What follows belongs to an exercise in optimizing a design on an open flow for small area; a production flow would make more cautious choices. Function was checked by simulation only, so behaviour that the tests miss may differ from the original. The clock input has no modelled driver; a real chip could not lean on it and would need a root buffer or a full tree. Power and IR drop assume default switching activity.

Setup of raven:
Design wifi_tx, start of the top module:
module wifi_tx (
    input  wire clk,
    input  wire rst,         
    input  wire data_in,     
    output wire in_ready,
    output wire tx_bit
);
Size: roughly 63 flip-flops, about 5 I/O pins, about 2000 µm² of cells after synthesis.
==> flow/config.mk <==
export PLATFORM = sky130hd
export DESIGN_NAME = wifi_tx
export DESIGN_NICKNAME = wifi_tx
export VERILOG_FILES = /design/flow/design.v
export SDC_FILE = /design/flow/constraint.sdc
export NUM_CORES = 4
export LEC_CHECK = 0
export ABC_AREA = 1
export CAP_MARGIN = 20
export CORE_MARGIN = 2
export CORE_UTILIZATION = 40
export SLEW_MARGIN = 20
==> flow/constraint.sdc <==
create_clock -name core_clock -period 5.0 [get_ports {clk}]
set_input_delay 1.0000 -clock core_clock [delete_from_list [all_inputs] [get_ports {clk}]]
set_output_delay 1.0000 -clock core_clock [all_outputs]
set_load 0.01 [all_outputs]
standard.sh (not shown) runs the stock make flow with config.mk's settings and CLKGATE_MAP_FILE= SYNTH_SCRIPT=/design/flow/synth_recipe.tcl, a recipe that flattens the netlist after the stock synthesis.
==> flow/flow/run.sh <==
#!/bin/bash
# The standard layout (standard.sh), except for the clock tree and the
# port buffers:
# - clock tree: four clkbuf_8 driven straight from the clock port, each
#   driving a quarter of the clock pins (cts_single.tcl replaces ORFS's
#   clock_tree_synthesis);
# - ports: buffered with buf_1 rather than the buffer ORFS picks.
# The whole output of the standard flow goes to standard.log here; ORFS's
# per-step logs are under orfs/logs/.
set -euo pipefail
here=$(pwd)
export CTS_GROUPS=4
export CTS_CELL=sky130_fd_sc_hd__clkbuf_8
export PRE_CTS_TCL="$here/flow/cts_single.tcl"
export BUFFER_PORTS_ARGS="-buffer_cell sky130_fd_sc_hd__buf_1"
bash standard.sh > "$here/standard.log" 2>&1
Other scripts of this flow, unchanged in this note and not shown: flow/flow/cts_single.tcl
raven: done, clean on timing, DRC and antenna
Edits applied to the flow inputs when going from raven to pepper:
--- a/flow/flow/run.sh
+++ b/flow/flow/run.sh
@@ -1,5 +1,7 @@
 #!/bin/bash
-# The standard layout (standard.sh), except for the clock tree and the
-# port buffers:
+# The standard layout (standard.sh), with three changes:
+# - synthesis: the standard flow's synthesis script, but ABC maps the logic for area with
+#   area.abc (no buffering or upsizing there) instead of ORFS's ABC script
+#   (see abc_hook.tcl);
 # - clock tree: four clkbuf_8 driven straight from the clock port, each
 #   driving a quarter of the clock pins (cts_single.tcl replaces ORFS's
@@ -10,7 +12,9 @@
 set -euo pipefail
 here=$(pwd)
+{ head -n 1 synth_recipe.tcl; cat flow/abc_hook.tcl; tail -n +2 synth_recipe.tcl; } > synth_area.tcl
+export WIFI_ABC_SCRIPT="$here/flow/area.abc"
 export CTS_GROUPS=4
 export CTS_CELL=sky130_fd_sc_hd__clkbuf_8
 export PRE_CTS_TCL="$here/flow/cts_single.tcl"
 export BUFFER_PORTS_ARGS="-buffer_cell sky130_fd_sc_hd__buf_1"
-bash standard.sh > "$here/standard.log" 2>&1
+bash standard.sh SYNTH_SCRIPT="$here/synth_area.tcl" finish > "$here/standard.log" 2>&1
==> flow/flow/abc_hook.tcl (new file) <==
# Inserted into the standard flow's synthesis script (after its first line) by run.sh:
# make ORFS's synthesis map the logic with WIFI_ABC_SCRIPT (area.abc)
# instead of ORFS's ABC script. synth_preamble.tcl builds the abc command's
# arguments in abc_args; whenever it sets them, point -script at ours.
# Only the combinational mapping changes; the flip-flops are mapped before
# ABC runs and stay as the standard synthesis makes them.
proc wifi_abc_hook { name1 name2 op } {
  upvar #0 abc_args a
  set i [lsearch -exact $a -script]
  if { $i >= 0 } {
    lset a [expr {$i + 1}] $::env(WIFI_ABC_SCRIPT)
  }
}
trace add variable ::abc_args write wifi_abc_hook
==> flow/flow/area.abc (new file) <==
strash
dch -f
amap
topo
--- a/flow/config.mk
+++ b/flow/config.mk
@@ -6,5 +6,4 @@
 export NUM_CORES = 4
 export LEC_CHECK = 0
-export ABC_AREA = 1
 export CAP_MARGIN = 20
 export CORE_MARGIN = 2
==> run notes <==
Synthesized-area fraction occupied by ao, oa, aoi and oai cells: pepper vs raven up 9.7 points. Area of the multi-input gates delta for pepper relative to raven: about 21% lower. Diff raven -> pepper: cell depth of the worst setup path shows an increase of 11, clock power share increased by 1.1 points relative to the old numbers, chip height went down. Diff pepper and raven: time the final worst path needs with I/O delays and setup lower in raven. [compare] base=raven new=pepper: fraction of standard cell area in multi-input logic now sits lower; global-route track usage on met3 has decreased; overall power consumption shrank by about 5%. Delta(layout-stage area growth over the synthesis result, pepper - raven) > 0.
Modified inputs, juniper compared to pepper
==> flow/flow/run.sh <==
#!/bin/bash
# The standard layout (standard.sh), except for the clock tree and the
# port buffers:
# - clock tree: four clkbuf_8 driven straight from the clock port, each
#   driving a quarter of the clock pins (cts_single.tcl replaces ORFS's
#   clock_tree_synthesis);
# - ports: buffered with buf_1 rather than the buffer ORFS picks.
# The whole output of the standard flow goes to standard.log here; ORFS's
# per-step logs are under orfs/logs/.
set -euo pipefail
here=$(pwd)
export CTS_GROUPS=4
export CTS_CELL=sky130_fd_sc_hd__clkbuf_8
export PRE_CTS_TCL="$here/flow/cts_single.tcl"
export BUFFER_PORTS_ARGS="-buffer_cell sky130_fd_sc_hd__buf_1"
bash standard.sh > "$here/standard.log" 2>&1
removed: flow/flow/abc_hook.tcl
removed: flow/flow/area.abc
[summary]
- The lower layout overhead on the synthesized area came out of juniper.
- Power in juniper is 8.3% above pepper.
- For the design area, juniper came in 8.2% higher than pepper did.
No run of this note takes its clock network from TritonCTS; it comes from the design's own scripts or RTL.

-- what the ideal ports hide --
How much do the figures lean on ideal ports? The routed layouts below were timed once more, with nothing changed but the port constraints.
Step 1, drivers: a clkbuf_16 drives clk and a buf_2 each remaining input, both assumed.
Step 2 adds t to the input delays and takes it off the output delays; t is the mean of the earliest and latest rising clock arrival at the registers after step 1. Input paths then give back, and output paths get back, about the clock's delay inside the block.
Slacks: ideal ports / drivers / drivers and shift; pairs: ideal ports / drivers.
| run | shift t [ns] | setup slack, ns | worst setup path after step 2 | pins driven straight from the clock port |
|---|---|---|---|---|
| raven | 0.198 | 3.005 / 2.953 / 2.843 | input to register | 4 |
| pepper | 0.197 | 1.504 / 1.504 / 1.504 | register to register | 4 |
| juniper | 0.202 | 2.873 / 2.829 / 2.873 | register to register | 4 |
After both steps setup and hold are still met in every run listed. The setup slack of raven, which loses most, moves by -0.052 ns with the drivers and by -0.162 ns with both steps.
